This is an optimization exercise on Yosys and OpenROAD, whose aim is small area, not a production implementation. In this exercise RTL edits were held to simulation tests only and were not proved equivalent to the original. Power and IR drop assume default switching activity.

## flow/design.v

```verilog
module timer (
    input clk,
    input reset,
    output [3:0] dig,
    output [7:0] segments
);
reg [14:0] lf;
wire sec_tick = lf[0] & ~lf[1] & lf[2] & ~lf[3] & ~lf[4] & ~lf[5] & lf[6] & lf[7]
              & lf[10] & ~lf[11] & ~lf[12] & ~lf[13] & lf[14];
always @(posedge clk, posedge reset)
    if (reset)
        lf <= 15'h0d8a;
    else
        lf <= {lf[13:0], lf[14] ^ lf[13] ^ sec_tick};
reg [3:0] sec_0;
reg [2:0] sec_1;
always @(posedge clk, posedge reset)
    if (reset) begin
        sec_0 <= 4'd0;
        sec_1 <= 3'd0;
    end else begin
        if (sec_tick)
            sec_0 <= sec_0 + 4'd1;
        if (sec_0 == 4'd10) begin
            sec_0 <= 4'd0;
            sec_1 <= sec_1 + 3'd1;
        end
        if (sec_1 == 3'd6)
            sec_1 <= 3'd0;
    end
reg [3:0] cnt_k;
reg sel;
always @(posedge clk, posedge reset)
    if (reset) begin
        cnt_k <= 4'd0;
        sel <= 1'b0;
    end else if (cnt_k == 4'd12) begin
        cnt_k <= 4'd0;
        sel <= ~sel;
    end else
        cnt_k <= cnt_k + 4'd1;
wire [3:0] d = sel ? sec_0 : {1'b0, sec_1};
reg [6:0] seg;
always @(*)
    case (d)
        4'd0:  seg = 7'h40;
        4'd1:  seg = 7'h79;
        4'd2:  seg = 7'h24;
        4'd3:  seg = 7'h30;
        4'd4:  seg = 7'h19;
        4'd5:  seg = 7'h12;
        4'd6:  seg = 7'h02;
        4'd7:  seg = 7'h78;
        4'd8:  seg = 7'h00;
        4'd9:  seg = 7'h10;
        4'd10: seg = 7'h08;
        default: seg = 7'bxxxxxxx;
    endcase
assign dig = {2'b11, sel, ~sel};
assign segments = {1'b1, seg};
endmodule
```

## flow/run.sh

```bash
#!/bin/bash
# synth_recipe.tcl (not shown) runs the flow's synth.tcl, then flattens the netlist and writes it again
# the make line also repeats each setting of config.mk as NAME=value (left out here)
make -C /OpenROAD-flow-scripts/flow DESIGN_CONFIG=/design/flow/config.mk WORK_HOME=/design/flow/orfs CLKGATE_MAP_FILE= SYNTH_SCRIPT=/design/flow/synth_recipe.tcl finish
```

## flow/config.mk

```make
export PLATFORM = sky130hd
export DESIGN_NAME = timer
export DESIGN_NICKNAME = timer
export VERILOG_FILES = /design/flow/design.v
export SDC_FILE = /design/flow/constraint.sdc
export NUM_CORES = 4
export LEC_CHECK = 0
export CAP_MARGIN = 20
export CORE_MARGIN = 2
export CORE_UTILIZATION = 40
export CTS_BUF_LIST = sky130_fd_sc_hd__clkbuf_8
export SLEW_MARGIN = 20
```

## flow/constraint.sdc

```tcl
create_clock -name core_clock -period 5.0 [get_ports {clk}]
set_input_delay 1.0000 -clock core_clock [delete_from_list [all_inputs] [get_ports {clk}]]
set_output_delay 1.0000 -clock core_clock [all_outputs]
set_load 0.01 [all_outputs]
```

==> results of run 1 <==
==> worst max-delay path, delay by kind of cell (launching register included) <==
kind	cells	cell delay, ps
DFF	1	500
adders and majority gates	1	230
muxes	2	650
AOI/OAI and AO/OA	1	150
buffers and inverters	2	670
==> cell type report <==
class,count,area (um^2)
timing repair buffer,11,115
sequential,27,683
fill,280,1590
inverter,9,33.8
clock inverter,1,8.76
multi-input combinational,72,494
clock buffer,3,41.3
tap,33,41.3
==> state kept, by name (all words and copies together) (netlist names) <==
register / count
lf: 15
sec_1: 3
cnt_k: 4
sel: 1
sec_0: 4
==> cells by family after synthesis <==
| group | synth area share |
|---|---|
| xor gates and xnor gates | 0.0351 |
| AOI/OAI and AO/OA | 0.0984 |
| other | 0.00301 |
| and+or+nand+nor | 0.145 |
| DFF | 0.548 |
| adders and majority gates | 0.0602 |
| buffers and inverters | 0.0612 |
| muxes | 0.0492 |
==> placed cells by master, fill, tap and decap left out <==
master	synthesis	final
sky130_fd_sc_hd__nor4bb_1	1	1
sky130_fd_sc_hd__inv_6	0	1
sky130_fd_sc_hd__a31oi_1	1	1
sky130_fd_sc_hd__nand2b_1	5	5
sky130_fd_sc_hd__dfstp_2	6	6
sky130_fd_sc_hd__a21boi_0	3	3
sky130_fd_sc_hd__buf_8	0	1
sky130_fd_sc_hd__a22oi_1	1	1
sky130_fd_sc_hd__or3_1	1	1
sky130_fd_sc_hd__mux2i_1	5	5
sky130_fd_sc_hd__inv_1	9	9
sky130_fd_sc_hd__nand2_1	9	9
sky130_fd_sc_hd__nor2_1	8	8
sky130_fd_sc_hd__o21ai_0	5	5
sky130_fd_sc_hd__or4b_4	1	1
sky130_fd_sc_hd__clkdlybuf4s50_1	0	10
sky130_fd_sc_hd__dfrtp_1	21	21
sky130_fd_sc_hd__xnor2_1	5	5
sky130_fd_sc_hd__o211ai_1	1	1
sky130_fd_sc_hd__nand4_1	1	1
sky130_fd_sc_hd__ha_1	6	6
sky130_fd_sc_hd__a21oi_1	6	6
sky130_fd_sc_hd__and3_1	1	1
sky130_fd_sc_hd__nor4_4	1	1
sky130_fd_sc_hd__mux2_2	1	1
sky130_fd_sc_hd__clkbuf_8	0	3
sky130_fd_sc_hd__o21a_1	1	1
sky130_fd_sc_hd__a21o_1	1	1
sky130_fd_sc_hd__nand3_1	3	3
sky130_fd_sc_hd__o41ai_1	1	1
sky130_fd_sc_hd__conb_1	1	3
sky130_fd_sc_hd__or2_2	1	1
==> power groups by stage <==
stage / registers, mW / clock network [mW] / logic, mW
CTS: 0.218 / 0.133 / 0.00598
finish: 0.218 / 0.125 / 0.00692
detailed placement: 0.223 / 0 / 0.00596
global placement: 0.223 / 0 / 0.00579
floorplan: 0.223 / 0 / 0.00592
global route: 0.219 / 0.140 / 0.00826
==> layer usage <==
layer	up-vias	global-route usage	share of wire
li1	390	-	-
met1	379	0.153	0.48
met2	15	0.179	0.48
met3	0	0.0325	0.035
met4	0	0.0286	0
met5	-	0	0
==> through the flow <==
step / instances / utilization / hold WS, ps / setup WS (ps) / total power [mW]
after CTS: 155 / 0.467 / 366 / 1500 / 0.358
after global placement: 151 / 0.450 / 337 / 1920 / 0.228
after floorplan: 115 / - / 333 / 2300 / 0.228
final: 156 / 0.472 / 362 / 1530 / 0.350
after global routing: 156 / 0.472 / 378 / 1390 / 0.367
after detailed placement: 151 / 0.450 / 347 / 1810 / 0.229
==> worst max path at each step <==
stage,slack (ps),to,from,cells past startpoint
global route,1390,segments[4],sel$_DFFE_PP0N_,6
detailed placement,1810,segments[4],sel$_DFFE_PP0N_,6
floorplan,2300,segments[4],sel$_DFFE_PP0N_,6
global placement,1920,segments[4],sel$_DFFE_PP0N_,6
CTS,1500,segments[4],sel$_DFFE_PP0N_,6
finish,1530,segments[4],sel$_DFFE_PP0N_,6
==> results.toml, run 1 <==
[setup_path]
cp.arrival_ps = 2470
timing.reg2reg.worst_path_depth = 4
critical_path.reg2reg.endpoint = "sec_1[1]$_DFFE_PP0P_"
timing.critical_path.from_type = "register"
cp.required_ps = 4000
crit_path_end_kind = "primary output"
timing.critical_path.slowest_cell_delay_ps = 550
timing.critical_path.fanout_max = 7
critical_path.cell_chain = "mux2i_1 -> inv_1 -> ha_1 -> mux2_2 -> a21oi_1 -> clkdlybuf4s50_1"
crit_type = "register to primary output"
slowest_cell_on_the_critical_path = "sky130_fd_sc_hd__clkdlybuf4s50_1"
r2r_slack_ps = 3160
worst_r2r_startpoint = "sec_0[1]$_DFFE_PP0P_"

[floorplanning]
floorplan.die.height_um = 59.8
die_x_um = 59.8
std_cell_rows = 20
num_io_pins = 14
core_region_area_um2 = 3000
design.die.area_um2 = 3580
start_util = 0.415

[routing]
drt_drc_violations_left = 0
vias = 784
drt_pass1_iterations = 5
vias_per_cell = 5.03
wl_um = 1760
antenna_left = 0
dr.first_iter.drc_count = 22
routedWlPerCell_um = 11.3

[synthesis]
synth_ff_type = "sky130_fd_sc_hd__dfrtp_1"
synth_seq_cells = 27
mappedNetlistArea_um2 = 1250
synth_most_common_cell = "sky130_fd_sc_hd__dfrtp_1"
post-synth-top-area-fraction = 0.422
synthesized_netlist_cell_count = 113
leading_post_synthesis_cells_by_instance_count = "21 x sky130_fd_sc_hd__dfrtp_1, 9 x sky130_fd_sc_hd__inv_1, 9 x sky130_fd_sc_hd__nand2_1, 8 x sky130_fd_sc_hd__nor2_1"
yosys_warnings = 1
avgSynthCellArea_um2 = 11.0
ys_seq_area_frac = 0.548
postSynth.asyncResetShare = 1.00
synth.top_cells.by_area = "sky130_fd_sc_hd__dfrtp_1 42%, sky130_fd_sc_hd__dfstp_2 13%, sky130_fd_sc_hd__ha_1 6.0%, sky130_fd_sc_hd__mux2i_1 4.0%, sky130_fd_sc_hd__xnor2_1 3.5%"
post-synth-top-area-cell = "sky130_fd_sc_hd__dfrtp_1"
synth_enable_flop_cells = 0
synth_cell_types = 31

[power]
power-per-cell-area_nw_per_um2 = 247
peakVddDrop_uv = 212
net-switching-power_mw = 0.0717
power.static_leakage_nw = 0.661
power_report.internal_total_mw = 0.279
power_switching_share = 0.205
seq_power_share = 0.624
comb_power_share = 0.020
clkPwrFrac = 0.357

[outcome]
status = "timing/DRC/antenna clean"

[layout]
nets = 132
antenna_cells = 0
syn2layout_area_growth_pct = 13.8
final_layout_size_suffix_gt1_frac = 0.122
finish.instance_area_um2 = 1420

[flow_run]
drv_cap = 0

[global_routing]
globalRouteOverflowTotal = 0
number_of_global_route_vias_before_repair = 711
grt_max_degree = 28
antenna_found_initial = 0
global_router_s_overall_resource_usage = 0.113
wire_length_of_the_first_global_routing_pass_um = 3050

[clock_network]
cts_inserted_buffers = 3
clock_tree.buffer_depth = 2
clock_tree.htree_level_count = 1
cts_root_buf = "sky130_fd_sc_hd__clkbuf_8"
clock_transition_time_at_the_flip_flop_clock_pins_of_the_worst_setup_and_hold_paths_ps = 90
cts_tree = "built"
clkSinkCount = 27
post_cts_resize_count = 0
cts_hold_buffers = 0
clock_latency_ps = 270
cts_setup_buffers = 0

[sta]
final_count_of_pins_violating_max_slew = 0
period_minus_slack_ps = 3470
timing.final.crit_share = 0.694
max-slew-margin-rel = 0.359
worst_setup_skew_after_layout_ps = 6.56
final-setup-viol-count = 0
count_of_final_hold_check_violations = 0
setup_repair_after_global_routing_missed_its_margin = "false"
worstMarginPinSlew_ps = 949
max_freq_mhz = 288
setup-tns-final_ps = 0

[placed_design]
postPlaceCellArea_um2 = 1350
gp_congestion = 0.736
port-buffer-count = 10
dp_hpwl_um = 1300

[hold_path]
timing.hold.worst_endpoint = "lf[10]$_DFF_PP1_"
hp-start = "lf[9]$_DFF_PP0_"
hold_depth = 0
holdCritPathClass = "register to register"
==> run 2: changes to the inputs <==
--- a/flow/config.mk
+++ b/flow/config.mk
@@ -7,6 +7,7 @@
 export LEC_CHECK = 0
 export CAP_MARGIN = 20
 export CORE_MARGIN = 2
-export CORE_UTILIZATION = 40
-export CTS_BUF_LIST = sky130_fd_sc_hd__clkbuf_8
+export CORE_UTILIZATION = 70
+export CTS_BUF_LIST = sky130_fd_sc_hd__clkbuf_8 sky130_fd_sc_hd__clkbuf_16
+export CTS_CLUSTER_SIZE = 30
 export SLEW_MARGIN = 20
==> results.toml, run 2 <==
[layout]
final_layout_size_suffix_gt1_frac = 0.122
mostFrequentLayoutCells = "21 x sky130_fd_sc_hd__dfrtp_1, 10 x sky130_fd_sc_hd__clkdlybuf4s50_1, 9 x sky130_fd_sc_hd__inv_1, 9 x sky130_fd_sc_hd__nand2_1, 8 x sky130_fd_sc_hd__nor2_1"
fill_cells = 95
mostFrequentLayoutCell = "sky130_fd_sc_hd__dfrtp_1"
reg.largest.list = "lf x15, cnt_k x4, sec_0 x4"
antenna_cells = 0
post_layout_nonfiller_instances = 148
largest_register_ff_count = 15
nets = 132
syn2layout_area_growth_pct = 14.0
registers.top_by_ff_count = "lf"

[routing]
vias = 801
wl_um = 2180
vias_per_cell = 5.41
drt_drc_violations_left = 0
drt_pass1_iterations = 4
dr.first_iter.drc_count = 18
antenna_left = 0
routedWlPerCell_um = 14.7

[global_routing]
global_router_s_overall_resource_usage = 0.233
globalRouteMet3Util = 0.0745
met1_usage = 0.290
wire_length_of_the_first_global_routing_pass_um = 3390
grt_max_degree = 28
globalRouteMet2Util = 0.367
grt_busiest_layer = "met2"
globalRouteOverflowTotal = 0
antenna_found_initial = 0
number_of_global_route_vias_before_repair = 763

[floorplanning]
num_io_pins = 14
design.die.area_um2 = 2130
floorplan.die.height_um = 46.2
start_util = 0.730
std_cell_rows = 15
die_x_um = 46.2
core_region_area_um2 = 1710

[sta]
worstMarginPinSlew_ps = 1000
setup-tns-final_ps = 0
max-slew-margin-rel = 0.321
period_minus_slack_ps = 3500
final_count_of_pins_violating_max_slew = 0
count_of_final_hold_check_violations = 0
setup_repair_after_global_routing_missed_its_margin = "false"
timing.final.crit_share = 0.699
max_freq_mhz = 286
final-setup-viol-count = 0
worst_setup_skew_after_layout_ps = 5.97

[setup_path]
critical_path.top_delay_family = "multiplexers"
worst_r2r_startpoint = "sec_0[1]$_DFFE_PP0P_"
timing.critical_path.from_type = "register"
timing.reg2reg.worst_path_depth = 4
slowest_cell_on_the_critical_path = "sky130_fd_sc_hd__clkdlybuf4s50_1"
crit_path_end_kind = "primary output"
cp_startpoint = "sel$_DFFE_PP0N_"
critical_path.cell_chain = "mux2i_1 -> inv_1 -> ha_1 -> mux2_2 -> a21oi_1 -> clkdlybuf4s50_1"
r2r_slack_ps = 3060
timing.critical_path.fanout_max = 7
cp.arrival_ps = 2500
cp.required_ps = 4000
timing.critical_path.buf_inv = 2
critical_path.reg2reg.endpoint = "sec_1[1]$_DFFE_PP0P_"
timing.critical_path.slowest_cell_delay_ps = 540
crit_type = "register to primary output"

[synthesis]
leading_post_synthesis_cells_by_instance_count = "21 x sky130_fd_sc_hd__dfrtp_1, 9 x sky130_fd_sc_hd__inv_1, 9 x sky130_fd_sc_hd__nand2_1, 8 x sky130_fd_sc_hd__nor2_1"
avgSynthCellArea_um2 = 11.0
mappedNetlistArea_um2 = 1250
post-synth-top-area-fraction = 0.422
synth_ff_type = "sky130_fd_sc_hd__dfrtp_1"
ys_seq_area_frac = 0.548
synth_most_common_cell = "sky130_fd_sc_hd__dfrtp_1"
postSynth.asyncResetShare = 1.00
synthesized_netlist_cell_count = 113
synth_seq_cells = 27
synth_enable_flop_cells = 0
yosys_warnings = 1
synth.top_cells.by_area = "sky130_fd_sc_hd__dfrtp_1 42%, sky130_fd_sc_hd__dfstp_2 13%, sky130_fd_sc_hd__ha_1 6.0%, sky130_fd_sc_hd__mux2i_1 4.0%, sky130_fd_sc_hd__xnor2_1 3.5%"
synth_cell_types = 31
post-synth-top-area-cell = "sky130_fd_sc_hd__dfrtp_1"

[clock_network]
clock_tree.buffer_depth = 2
cts_tree = "built"
clock_tree.htree_level_count = 1
cts_hold_buffers = 0
clock_latency_ps = 280
cts_root_buf = "sky130_fd_sc_hd__clkbuf_8"
clock_transition_time_at_the_flip_flop_clock_pins_of_the_worst_setup_and_hold_paths_ps = 100
post_cts_resize_count = 0
cts_inserted_buffers = 3
clkSinkCount = 27
cts_setup_buffers = 0

[placed_design]
dp_hpwl_um = 1420
gp_congestion = 0.853
dp.cells = 143
port-buffer-count = 10

[hold_path]
hold_depth = 0
holdCritPathClass = "register to register"
hp-start = "lf[9]$_DFF_PP0_"
timing.hold.worst_endpoint = "lf[10]$_DFF_PP1_"

[outcome]
status = "timing/DRC/antenna clean"

[power]
peakVddDrop_uv = 250
power-per-cell-area_nw_per_um2 = 250
power.static_leakage_nw = 0.666

[flow_run]
drv_cap = 0
run 2: power by group:
part	leakage [nW]	switching (mW)	internal (mW)	total (mW)
Sequential	0.340	0	0.218	0.218
Clock	0.0261	0.0703	0.0585	0.129
Combinational	0.300	0.00543	0.00291	0.00833
run 2: cell type report:
type / instances / area, um^2 / area share
Timing Repair Buffer: 11 / 128 / 0.0899
Clock inverter: 1 / 8.76 / 0.00617
Clock buffer: 3 / 41.3 / 0.0291
Multi-Input combinational cell: 72 / 494 / 0.348
Inverter: 9 / 33.8 / 0.0238
Sequential cell: 27 / 683 / 0.481
Tap cell: 25 / 31.3 / 0.0220
run 2: kinds of logic after synthesis:
group | Yosys count | synth area share
xor gates and xnor gates | 5 | 0.0351
and+or+nand+nor | 32 | 0.145
AOI/OAI and AO/OA | 20 | 0.0984
buffers and inverters | 16 | 0.0612
adders and majority gates | 6 | 0.0602
DFF | 27 | 0.548
other | 1 | 0.00301
muxes | 6 | 0.0492
run 2: metal layers:
layer	routed length, um	vias to the layer above	part of all wire
li1	-	389	-
met1	936	385	0.43
met2	1130	20	0.52
met3	63	7	0.029
met4	48	0	0.022
met5	0	-	0
run 2: stage by stage:
step	total power, mW	area, um^2	hold WS, ps	setup slack [ps]	util
finish	0.356	1420	364	1500	0.832
global route	0.369	1420	379	1340	0.832
CTS	0.356	1390	371	1490	0.815
detailed placement	0.228	1340	343	1850	0.786
global placement	0.228	1340	345	1920	0.786
floorplan	0.228	1250	333	2300	-
run 2: how the worst max path moves through the flow:
stage	slack, ps	endpoint	depth (start not counted)
4_1_cts	1490	segments[4]	6
5_1_grt	1340	segments[4]	6
2_1_floorplan	2300	segments[4]	6
3_3_place_gp	1920	segments[4]	4
3_5_place_dp	1850	segments[4]	6
6_report	1500	segments[4]	6
run 2: worst register-to-register path, stage by stage (launching register included):
cell,delay [ps]
sky130_fd_sc_hd__dfrtp_1,490
sky130_fd_sc_hd__nor4bb_1,900
sky130_fd_sc_hd__nor2_1,150
sky130_fd_sc_hd__nor2_1,180
sky130_fd_sc_hd__a21oi_1,100

==> re-timing with driven ports <==
How much do the figures lean on ideal ports? The routed layouts below were timed once more, with nothing changed but the port constraints. Step 1, drivers: a clkbuf_16 drives clk and a buf_2 each remaining input, both assumed. Step 2 moves the port delays by t, midway between the first and last clock arrival at a register: inputs arrive t later, outputs are due t later. That takes back most of the time a late clock gives input paths. Three values: ideal ports, drivers, drivers and shift; two values: the first two.
run	shift t [ns]	setup WS [ns]	clock arrival spread, ns
run 1	0.289	1.530 / 1.510 / 1.799	0.008 / 0.008
run 2	0.298	1.504 / 1.480 / 1.778	0.006 / 0.006
After both steps every run listed still meets setup and hold.
